Source: an optimization exercise on an open RTL-to-GDS flow (aim: small area and a short achievable clock period). Production flows keep margins and buffers that such runs may drop. Only simulation tests tie the RTL to the original design; equivalence was not proved. Power figures rest on the tool's default switching activity, not on a simulated workload.

==> job 8495 <==
Design systolic_top, start of the top module:
module systolic_top (
    input  wire        clk,
    input  wire        reset,
    input  wire        enable,
    input  wire [63:0] data_input,
    input  wire [63:0] weights_input,
    output wire [63:0] result_out,
    output wire        finished
);
export LEC_CHECK = 0
export CAP_MARGIN = 20
export CORE_MARGIN = 2
export CORE_UTILIZATION = 40
export PLACE_DENSITY = 0.6
export SLEW_MARGIN = 20
create_clock -name core_clock -period 10.0 [get_ports {clk}]
standard.sh (not shown) runs the stock make flow with config.mk's settings and CLKGATE_MAP_FILE= SYNTH_SCRIPT=/design/flow/synth_recipe.tcl, a recipe that flattens the netlist after the stock synthesis.
==> flow/flow/run.sh <==
#!/bin/bash
# Standard synthesis and layout (the standard.sh) with these changes:
# - after the standard Yosys synthesis, flow/fa_polarity.tcl flips the logical
#   polarity of full adders where that removes inverters between them
#   (FA(~a,~b,~c) = (~sum,~cout)); registers are untouched;
# - timing repair aims at a setup margin well beyond what the 10 ns period
#   needs, so the resizer keeps working the worst path down (TNS_END_PERCENT 0
#   keeps it on the worst path), and may resize across cell footprints;
# - a denser core;
# - larger clock-tree sink clusters (fewer clock buffers);
# - port buffers are buf_4 cells.
# The SDC is not touched.
set -euo pipefail
bash standard.sh SETUP_SLACK_MARGIN=6.8 TNS_END_PERCENT=0 MATCH_CELL_FOOTPRINT=0 \
  CORE_UTILIZATION=66 PLACE_DENSITY=0.74 \
  CTS_CLUSTER_SIZE=24 CTS_CLUSTER_DIAMETER=80 \
  "BUFFER_PORTS_ARGS=-buffer_cell sky130_fd_sc_hd__buf_4" \
  "POST_SYNTH_TCL=$PWD/flow/fa_polarity.tcl" \
  finish > standard_flow.log 2>&1
Other scripts of this flow, unchanged in this note and not shown: flow/flow/fa_polarity.tcl
==> inputs of job 4695, as changes to job 8495 <==
--- a/flow/flow/run.sh
+++ b/flow/flow/run.sh
@@ -14,3 +14,3 @@
 bash standard.sh SETUP_SLACK_MARGIN=6.8 TNS_END_PERCENT=0 MATCH_CELL_FOOTPRINT=0 \
-  CORE_UTILIZATION=66 PLACE_DENSITY=0.74 \
+  CORE_UTILIZATION=60 PLACE_DENSITY=0.7 \
   CTS_CLUSTER_SIZE=24 CTS_CLUSTER_DIAMETER=80 \
==> inputs of job 8474, as changes to job 8495 <==
--- a/flow/flow/run.sh
+++ b/flow/flow/run.sh
@@ -14,3 +14,3 @@
 bash standard.sh SETUP_SLACK_MARGIN=6.8 TNS_END_PERCENT=0 MATCH_CELL_FOOTPRINT=0 \
-  CORE_UTILIZATION=66 PLACE_DENSITY=0.74 \
+  CORE_UTILIZATION=72 PLACE_DENSITY=0.8 \
   CTS_CLUSTER_SIZE=24 CTS_CLUSTER_DIAMETER=80 \
==> comparison table <==
# placed instances: job 4695 16.1k; job 8495 15.8k; job 8474 15.6k
Clock buffer cells: job 4695 130; job 8495 132; job 8474 128
Final antenna diode count: job 4695 2; job 8495 5; job 8474 1
Filler cells: job 4695 17.7k; job 8495 14.9k; job 8474 12.3k
Fraction of layout instances using a drive strength above 1: job 4695 4.86%; job 8495 4.94%; job 8474 4.97%
Switching portion of total power: job 4695 26.0%; job 8495 26.1%; job 8474 25.9%
Setup slack of the worst register-to-register path: job 4695 6.60 ns; job 8495 6.61 ns; job 8474 6.56 ns
Uppermost metal layer occupied by signal nets: job 4695 met4; job 8495 met5; job 8474 met4
Net count of the finished layout: job 4695 15.6k; job 8495 15.7k; job 8474 15.6k
Power Clock: job 4695 5.72 mW; job 8495 5.63 mW; job 8474 5.43 mW
Shortest clock period the worst path allows after layout: job 4695 3.40 ns; job 8495 3.39 ns; job 8474 3.46 ns
First-pass GRT wire length: job 4695 531000 um; job 8495 533000 um; job 8474 530000 um
Outcome: job 4695 timing/DRC/antenna clean; job 8495 timing/DRC/antenna clean; job 8474 timing/DRC/antenna clean
Sequential fraction of total cell area: job 4695 30.4%; job 8495 30.4%; job 8474 30.5%
Endpoint type of the worst setup path: job 4695 output pin; job 8495 flop; job 8474 flop
Invs w/o clock: job 4695 756; job 8495 757; job 8474 757
Total core area: job 4695 209000 um2; job 8495 190000 um2; job 8474 174000 um2

========
==> willow <==
Starting RTL as in the previous note.
clock: 10.0 ns
lec_check: 0
cap_margin: 20
core_margin: 2
core_utilization: 40
place_density: 0.6
slew_margin: 20
==> flow/flow/run.sh <==
#!/bin/bash
# Standard synthesis and layout (the standard.sh) with these changes:
# - timing repair aims at a setup margin well beyond what the 10 ns period
#   needs, so the resizer keeps working the worst path down (TNS_END_PERCENT 0
#   keeps it on the worst path), and may resize across cell footprints;
# - a denser core;
# - larger clock-tree sink clusters (fewer clock buffers);
# - port buffers are buf_4 cells.
# The SDC is not touched.
set -euo pipefail
bash standard.sh SETUP_SLACK_MARGIN=6.8 TNS_END_PERCENT=0 MATCH_CELL_FOOTPRINT=0 \
  CORE_UTILIZATION=60 PLACE_DENSITY=0.7 \
  CTS_CLUSTER_SIZE=24 CTS_CLUSTER_DIAMETER=80 \
  "BUFFER_PORTS_ARGS=-buffer_cell sky130_fd_sc_hd__buf_4" \
  finish > standard_flow.log 2>&1
==> inputs of indigo, as changes to willow <==
--- a/flow/flow/run.sh
+++ b/flow/flow/run.sh
@@ -2,2 +2,5 @@
 # Standard synthesis and layout (the standard.sh) with these changes:
+# - after the standard Yosys synthesis, flow/fa_polarity.tcl flips the logical
+#   polarity of full adders where that removes inverters between them
+#   (FA(~a,~b,~c) = (~sum,~cout)); registers are untouched;
 # - timing repair aims at a setup margin well beyond what the 10 ns period
@@ -12,4 +15,5 @@
   CORE_UTILIZATION=60 PLACE_DENSITY=0.7 \
-  CTS_CLUSTER_SIZE=24 CTS_CLUSTER_DIAMETER=80 \
+  CTS_CLUSTER_SIZE=28 CTS_CLUSTER_DIAMETER=85 \
   "BUFFER_PORTS_ARGS=-buffer_cell sky130_fd_sc_hd__buf_4" \
+  "POST_SYNTH_TCL=$PWD/flow/fa_polarity.tcl" \
   finish > standard_flow.log 2>&1
==> flow/flow/fa_polarity.tcl (new file) <==
# Full adders are self-dual: FA(~a,~b,~c) = (~sum, ~cout). Synthesis leaves
# many inverters between full adders; this flips the logical polarity of full
# adders where that removes inverters, and rewires each full-adder input (and
# each load of a full-adder output) straight to its source net or to one shared
# inverter of it. Registers and all other cells are left as they are.
proc fap_master {inst} { return [[$inst getMaster] getName] }
proc fap_is_fa {inst} { return [string match "sky130_fd_sc_hd__fa_*" [fap_master $inst]] }
proc fap_is_inv {inst} { return [string match "sky130_fd_sc_hd__inv_*" [fap_master $inst]] }
proc fap_driver {net} {
  foreach it [$net getITerms] {
    if {[$it getIoType] == "OUTPUT"} { return $it }
  }
  return ""
}
proc fa_polarity {} {
  set block [ord::get_db_block]
  set db [ord::get_db]
  set invm [$db findMaster sky130_fd_sc_hd__inv_1]
  # full adders
  set fas {}
  foreach inst [$block getInsts] {
    if {[fap_is_fa $inst]} { lappend fas $inst }
  }
  set idx [dict create]
  set i 0
  foreach f $fas { dict set idx [$f getName] $i; incr i }
  set nfa [llength $fas]
  # edges: list of {srcnet srcfa sinkiterm sinkfa c}
  set edges {}
  proc_src_of $block
  foreach f $fas {
    set fi [dict get $idx [$f getName]]
    foreach pin {A B CIN} {
      set it [$f findITerm $pin]
      set net [$it getNet]
      if {$net == "NULL"} { continue }
      set c 0
      set src $net
      set d [fap_driver $net]
      if {$d != "" && [fap_is_inv [$d getInst]]} {
        set n2 [[[$d getInst] findITerm A] getNet]
        if {$n2 != "NULL"} { set c 1; set src $n2 }
      }
      set sd [fap_driver $src]
      set sf -1
      if {$sd != "" && [fap_is_fa [$sd getInst]]} { set sf [dict get $idx [[$sd getInst] getName]] }
      lappend edges [list $src $sf $it $fi $c]
    }
  }
  # loads of full-adder outputs that are not full adders
  foreach f $fas {
    set fi [dict get $idx [$f getName]]
    foreach pin {SUM COUT} {
      set net [[$f findITerm $pin] getNet]
      if {$net == "NULL"} { continue }
      if {[llength [$net getBTerms]] > 0} { return "skip: full adder drives a port" }
      foreach it [$net getITerms] {
        if {[$it getIoType] == "OUTPUT"} { continue }
        set li [$it getInst]
        if {[fap_is_fa $li]} { continue }
        if {[fap_is_inv $li]} {
          set on [[$li findITerm Y] getNet]
          if {$on == "NULL"} { continue }
          if {[llength [$on getBTerms]] > 0} { return "skip: inverter drives a port" }
          foreach it2 [$on getITerms] {
            if {[$it2 getIoType] == "OUTPUT"} { continue }
            if {[fap_is_fa [$it2 getInst]]} { continue }
            lappend edges [list $net $fi $it2 -1 1]
          }
        } else {
          lappend edges [list $net $fi $it -1 0]
        }
      }
    }
  }
  # greedy polarity assignment
  set p [lrepeat $nfa 0]
  set adj [lrepeat $nfa {}]
  set e 0
  foreach ed $edges {
    lassign $ed src sf it tf c
    if {$sf >= 0} { lset adj $sf [concat [lindex $adj $sf] $e] }
    if {$tf >= 0 && $tf != $sf} { lset adj $tf [concat [lindex $adj $tf] $e] }
    incr e
  }
  set cost 0
  foreach ed $edges { incr cost [lindex $ed 4] }
  
  for {set pass 0} {$pass < 20} {incr pass} {
    set flips 0
    for {set f 0} {$f < $nfa} {incr f} {
      set gain 0
      foreach e [lindex $adj $f] {
        lassign [lindex $edges $e] src sf it tf c
        set ps [expr {$sf >= 0 ? [lindex $p $sf] : 0}]
        set pt [expr {$tf >= 0 ? [lindex $p $tf] : 0}]
        set now [expr {$c ^ $ps ^ $pt}]
        incr gain [expr {$now ? 1 : -1}]
      }
      if {$gain > 0} { lset p $f [expr {1 - [lindex $p $f]}]; incr flips }
    }
    if {$flips == 0} { break }
  }
  set ncost 0
  foreach ed $edges {
    lassign $ed src sf it tf c
    set ps [expr {$sf >= 0 ? [lindex $p $sf] : 0}]
    set pt [expr {$tf >= 0 ? [lindex $p $tf] : 0}]
    incr ncost [expr {$c ^ $ps ^ $pt}]
  }
  puts "fa_polarity: inverted edges after: $ncost"
  # rewire
  set invof [dict create]
  set k 0
  foreach ed $edges {
    lassign $ed src sf it tf c
    set ps [expr {$sf >= 0 ? [lindex $p $sf] : 0}]
    set pt [expr {$tf >= 0 ? [lindex $p $tf] : 0}]
    set need [expr {$c ^ $ps ^ $pt}]
    if {$need} {
      set sname [$src getName]
      if {![dict exists $invof $sname]} {
        incr k
        set ni [odb::dbInst_create $block $invm "fap_inv_$k"]
        set nn [odb::dbNet_create $block "fap_n_$k"]
        [$ni findITerm A] connect $src
        [$ni findITerm Y] connect $nn
        dict set invof $sname $nn
      }
      set target [dict get $invof $sname]
    } else {
      set target $src
    }
    $it disconnect
    $it connect $target
  }
  # remove inverters left without loads
  set removed 0
  foreach inst [$block getInsts] {
    if {![fap_is_inv $inst]} { continue }
    set on [[$inst findITerm Y] getNet]
    if {$on == "NULL"} { continue }
    if {[llength [$on getBTerms]] > 0} { continue }
    set used 0
    foreach it [$on getITerms] { if {[$it getIoType] != "OUTPUT"} { set used 1; break } }
    if {!$used} {
      odb::dbInst_destroy $inst
      odb::dbNet_destroy $on
      incr removed
    }
  }
  puts "fa_polarity: added $k inverters, removed $removed"
  return ok
}
proc proc_src_of {block} {}
puts [fa_polarity]
==> impl_results.md <==
* Crit Path Max Fanout at 1
* Number of enable-type register cells in the synthesized netlist at 0
* Count leader, synth: sky130_fd_sc_hd__nand2_1
* HPWL after detailed placement at 233500 microns
* Switching portion of total power at 25.83%
* Proportion of power drawn by flip-flops and latches at 54.9%
* Resized cells post-CTS at 133
* Share of the synthesized netlist area taken by xor and xnor gates at between 2 and 2.5%
* # clk buffers at 148
* Class of the most critical setup path: flop to output pin
* Run status: finished clean
* Combinational family with the most area after synthesis: adder cells
* Synthesized instance count at 14730
* Fill cell count at ~18000
(the above is from willow)
==> impl_results.md <==
* Run status: finished clean
* Resized cells post-CTS at 103
* Switching portion of total power at 27.17%
* Class of the most critical setup path: flop to flop
* Crit Path Max Fanout at 4
* Synthesized instance count at between 10000 and 15000
* HPWL after detailed placement at around 230000 microns
* Crit share post-route at 34.32%
* # clk buffers at about 120
* Proportion of power drawn by flip-flops and latches at a little under three fifths
* Fill cell count at 17670
(the above is from indigo)

========
==> run a <==
Another version of the RTL of systolic_top (not shown whole).
Settings: LEC_CHECK=0, CAP_MARGIN=20, CORE_MARGIN=2, CORE_UTILIZATION=40, PLACE_DENSITY=0.6, SLEW_MARGIN=20; clock period 10.0 ns.
==> flow/flow/run.sh <==
#!/bin/bash
# Standard synthesis and layout (the standard.sh) with these changes:
# - timing repair aims at a setup margin well beyond what the 10 ns period
#   needs, so the resizer keeps working the worst path down (TNS_END_PERCENT 0
#   keeps it on the worst path), and may resize across cell footprints;
# - a denser core;
# - larger clock-tree sink clusters (fewer clock buffers);
# - port buffers are buf_4 cells.
# The SDC is not touched.
set -euo pipefail
bash standard.sh SETUP_SLACK_MARGIN=6.8 TNS_END_PERCENT=0 MATCH_CELL_FOOTPRINT=0 \
  CORE_UTILIZATION=60 PLACE_DENSITY=0.7 \
  CTS_CLUSTER_SIZE=24 CTS_CLUSTER_DIAMETER=80 \
  "BUFFER_PORTS_ARGS=-buffer_cell sky130_fd_sc_hd__buf_4" \
  finish > standard_flow.log 2>&1
==> run b (differences from run a) <==
==> flow/flow/run.sh (replaced) <==
#!/bin/bash
# Standard synthesis and layout (the standard.sh) with these changes:
# - timing repair aims at a setup margin well beyond what the 10 ns period
#   needs, so the resizer keeps working the worst paths down (TNS_END_PERCENT
#   10 limits it to the worst tenth of the endpoints), and may resize across
#   cell footprints;
# - a denser core;
# - larger clock-tree sink clusters (fewer clock buffers);
# - port buffers are buf_4 cells.
# The SDC is not touched.
set -euo pipefail
bash standard.sh SETUP_SLACK_MARGIN=6.8 TNS_END_PERCENT=10 MATCH_CELL_FOOTPRINT=0 \
  CORE_UTILIZATION=65 PLACE_DENSITY=0.75 \
  CTS_CLUSTER_SIZE=24 CTS_CLUSTER_DIAMETER=80 \
  "BUFFER_PORTS_ARGS=-buffer_cell sky130_fd_sc_hd__buf_4" \
  finish > standard_flow.log 2>&1
==> run c (differences from run a) <==
==> flow/flow/run.sh (replaced) <==
#!/bin/bash
# Standard synthesis and layout (the standard.sh). Timing repair aims at a
# setup margin well beyond what the 10 ns period needs, so the resizer keeps
# working the worst path down; TNS_END_PERCENT 0 limits it to the worst path.
# The SDC is not touched.
set -euo pipefail
bash standard.sh SETUP_SLACK_MARGIN=6.6 TNS_END_PERCENT=0 finish > standard_flow.log 2>&1
==> run summary <==
Total power, highest first: run c, run a, run b.
The highest die area belongs to run c, the lowest to run b.
Of run b and run a, run b has the higher via count (gap about 5%, measured against run a).
Sequential share of layout area: run a > run b > run c.
The lowest setup slack belongs to run c, the highest to run b.
Run a ran to the end with no violations. Run b passed the timing, design-rule and antenna checks. Run c completed without violations.

========
==> inputs of job 3531 <==
systolic_top, a different RTL version from the one above (not shown whole).
export LEC_CHECK = 0
export CAP_MARGIN = 20
export CORE_MARGIN = 2
export CORE_UTILIZATION = 40
export PLACE_DENSITY = 0.6
export SLEW_MARGIN = 20
create_clock -name core_clock -period 10.0 [get_ports {clk}]
==> flow/flow/run.sh <==
#!/bin/bash
# Standard synthesis and layout (the standard.sh), with timing repair
# aimed at a setup slack margin well beyond the 10 ns clock period's needs,
# so that the resizer works the critical paths down instead of stopping
# once 10 ns is met. The SDC is not touched.
set -euo pipefail
bash standard.sh SETUP_SLACK_MARGIN=6.6 TNS_END_PERCENT=100 finish > standard_flow.log 2>&1
==> inputs of job 2387, as changes to job 3531 <==
==> flow/flow/run.sh (replaced) <==
#!/bin/bash
# Standard synthesis and layout (the standard.sh). Timing repair aims at a
# setup margin well beyond what the 10 ns period needs, so the resizer keeps
# working the worst path down; TNS_END_PERCENT 0 limits it to the worst path.
# Denser core. The SDC is not touched.
set -euo pipefail
bash standard.sh SETUP_SLACK_MARGIN=6.6 TNS_END_PERCENT=0 CORE_UTILIZATION=60 PLACE_DENSITY=0.7 finish > standard_flow.log 2>&1
==> inputs of job 818, as changes to job 3531 <==
==> flow/run.sh (new file) <==
#!/bin/bash
# synth_recipe.tcl (not shown) runs the flow's synth.tcl, then flattens the netlist and writes it again
# the make line also repeats each setting of config.mk as NAME=value (left out here)
make -C /OpenROAD-flow-scripts/flow DESIGN_CONFIG=/design/flow/config.mk WORK_HOME=/design/flow/orfs CLKGATE_MAP_FILE= SYNTH_SCRIPT=/design/flow/synth_recipe.tcl finish
removed: flow/flow/run.sh
removed: flow/standard.sh
==> inputs of job 5711, as changes to job 3531 <==
==> flow/flow/run.sh (replaced) <==
#!/bin/bash
# Standard synthesis and layout (the standard.sh). Timing repair aims at a
# setup margin well beyond what the 10 ns period needs, so the resizer keeps
# working the worst path down; TNS_END_PERCENT 0 limits it to the worst path.
# The SDC is not touched.
set -euo pipefail
bash standard.sh SETUP_SLACK_MARGIN=6.6 TNS_END_PERCENT=0 finish > standard_flow.log 2>&1
==> flow_results.org <==
** Min path
- Worst hold endpoint :: u10.wd1[1]
- The worst hold path begins at u10.w[14].

** Cells and area
- Proportion of cell area occupied by registers :: 0.268
- In the layout the commonest cells are nand2_1, inv_1, fa_1.

** GRT
- The number of antenna violations at the first check in global routing was 14.

** Outcome
- The run finished with no timing, DRC or antenna violations.

** Die
- Floorplan die width :: roughly 460 um

** Route
- Iteration-0 DRC count of the detailed router :: approximately 7000
the above is filed under job 2387

==> flow_results.org <==
** Outcome
- The flow ran to the end and the layout has no timing, DRC or antenna violations.

** Min path
- Worst hold endpoint :: u10.q2[7]

** Route
- Iteration-0 DRC count of the detailed router :: roughly 6000

** Cells and area
- Commonest cells after routing, fill and taps aside :: nand2_1, inv_1, fa_1

** GRT
- Initial antenna violation count :: 14
the above is filed under job 5711

==> flow_results.org <==
** Outcome
- Status :: complete, no violations

** Route
- Iteration-0 DRC count of the detailed router :: between 5000 and 6000
- For this block, wires on met1 add up to around 150000 um.

** Die
- Floorplan die width :: 560 um

** Min path
- The startpoint identified for the worst hold timing path is u10.wd1[13].

** Cells and area
- Proportion of cell area occupied by registers :: 0.267
- Leaving out fill and tap cells, the most frequent cells in the layout are nand2_1, dfxtp_1, inv_1.
- In the final layout, the share of cells above drive strength 1 is 0.0339.
- Inverters :: about 1800

** Worst setup path
- Arrival time at the worst endpoint :: 5610 ps

** Pwr
- For this design the total switching power over the nets is 3.84 mW.
the above is filed under job 818

==> flow_results.org <==
** Outcome
- The run finished with no timing, DRC or antenna violations.

** Cells and area
- Commonest cells after routing, fill and taps aside :: nand2_1, inv_1, dfxtp_1
- Proportion of cell area occupied by registers :: 0.249

** Clock network
- Clock-pin slew was measured on the worst setup and hold paths at about 60 ps.

** GRT
- The number of antenna violations at the first check in global routing was 23.

** Route
- For this block, the initial DRC count from the detailed router was approximately 6600.

** Min path
- The path with the worst hold slack has its endpoint at u00.wd1[2].
the above is filed under job 3531

==> static timing again, ports no longer ideal <==
How much do the figures lean on ideal ports? The routed layouts below were timed once more, with nothing changed but the port constraints. Step 1, drivers: a clkbuf_16 drives clk and a buf_2 each remaining input, both assumed. Step 2 adds t to the input delays and takes it off the output delays; t is the mean of the earliest and latest rising clock arrival at the registers after step 1. Input paths then give back, and output paths get back, about the clock's delay inside the block. Slacks: ideal ports / drivers / drivers and shift; pairs: ideal ports / drivers.
run	t (ns)	setup WS [ns]	clock arrival spread, ns
job 8495	0.926	6.609 / 6.518 / 5.650	0.062 / 0.062
job 4695	0.918	6.597 / 6.509 / 5.633	0.072 / 0.072
job 8474	0.901	6.536 / 6.499 / 5.670	0.030 / 0.030
willow	0.917	6.598 / 6.506 / 5.639	0.053 / 0.053
indigo	0.916	6.568 / 6.493 / 5.637	0.061 / 0.061
run a	0.903	6.557 / 6.489 / 5.586	0.039 / 0.039
run b	0.899	6.606 / 6.495 / 5.595	0.069 / 0.069
run c	0.979	6.401 / 6.365 / 5.458	0.081 / 0.080
job 3531	0.969	6.165 / 6.165 / 5.471	0.072 / 0.072
job 2387	0.938	6.105 / 6.124 / 5.204	0.049 / 0.049
job 818	0.962	5.155 / 5.155 / 4.610	0.090 / 0.091
job 5711	0.982	6.069 / 6.089 / 5.106	0.086 / 0.087
After both steps setup and hold are still met in every run listed. For run b, which loses most, drivers alone change the setup slack by -0.111 ns; drivers and shift together by -1.011 ns.
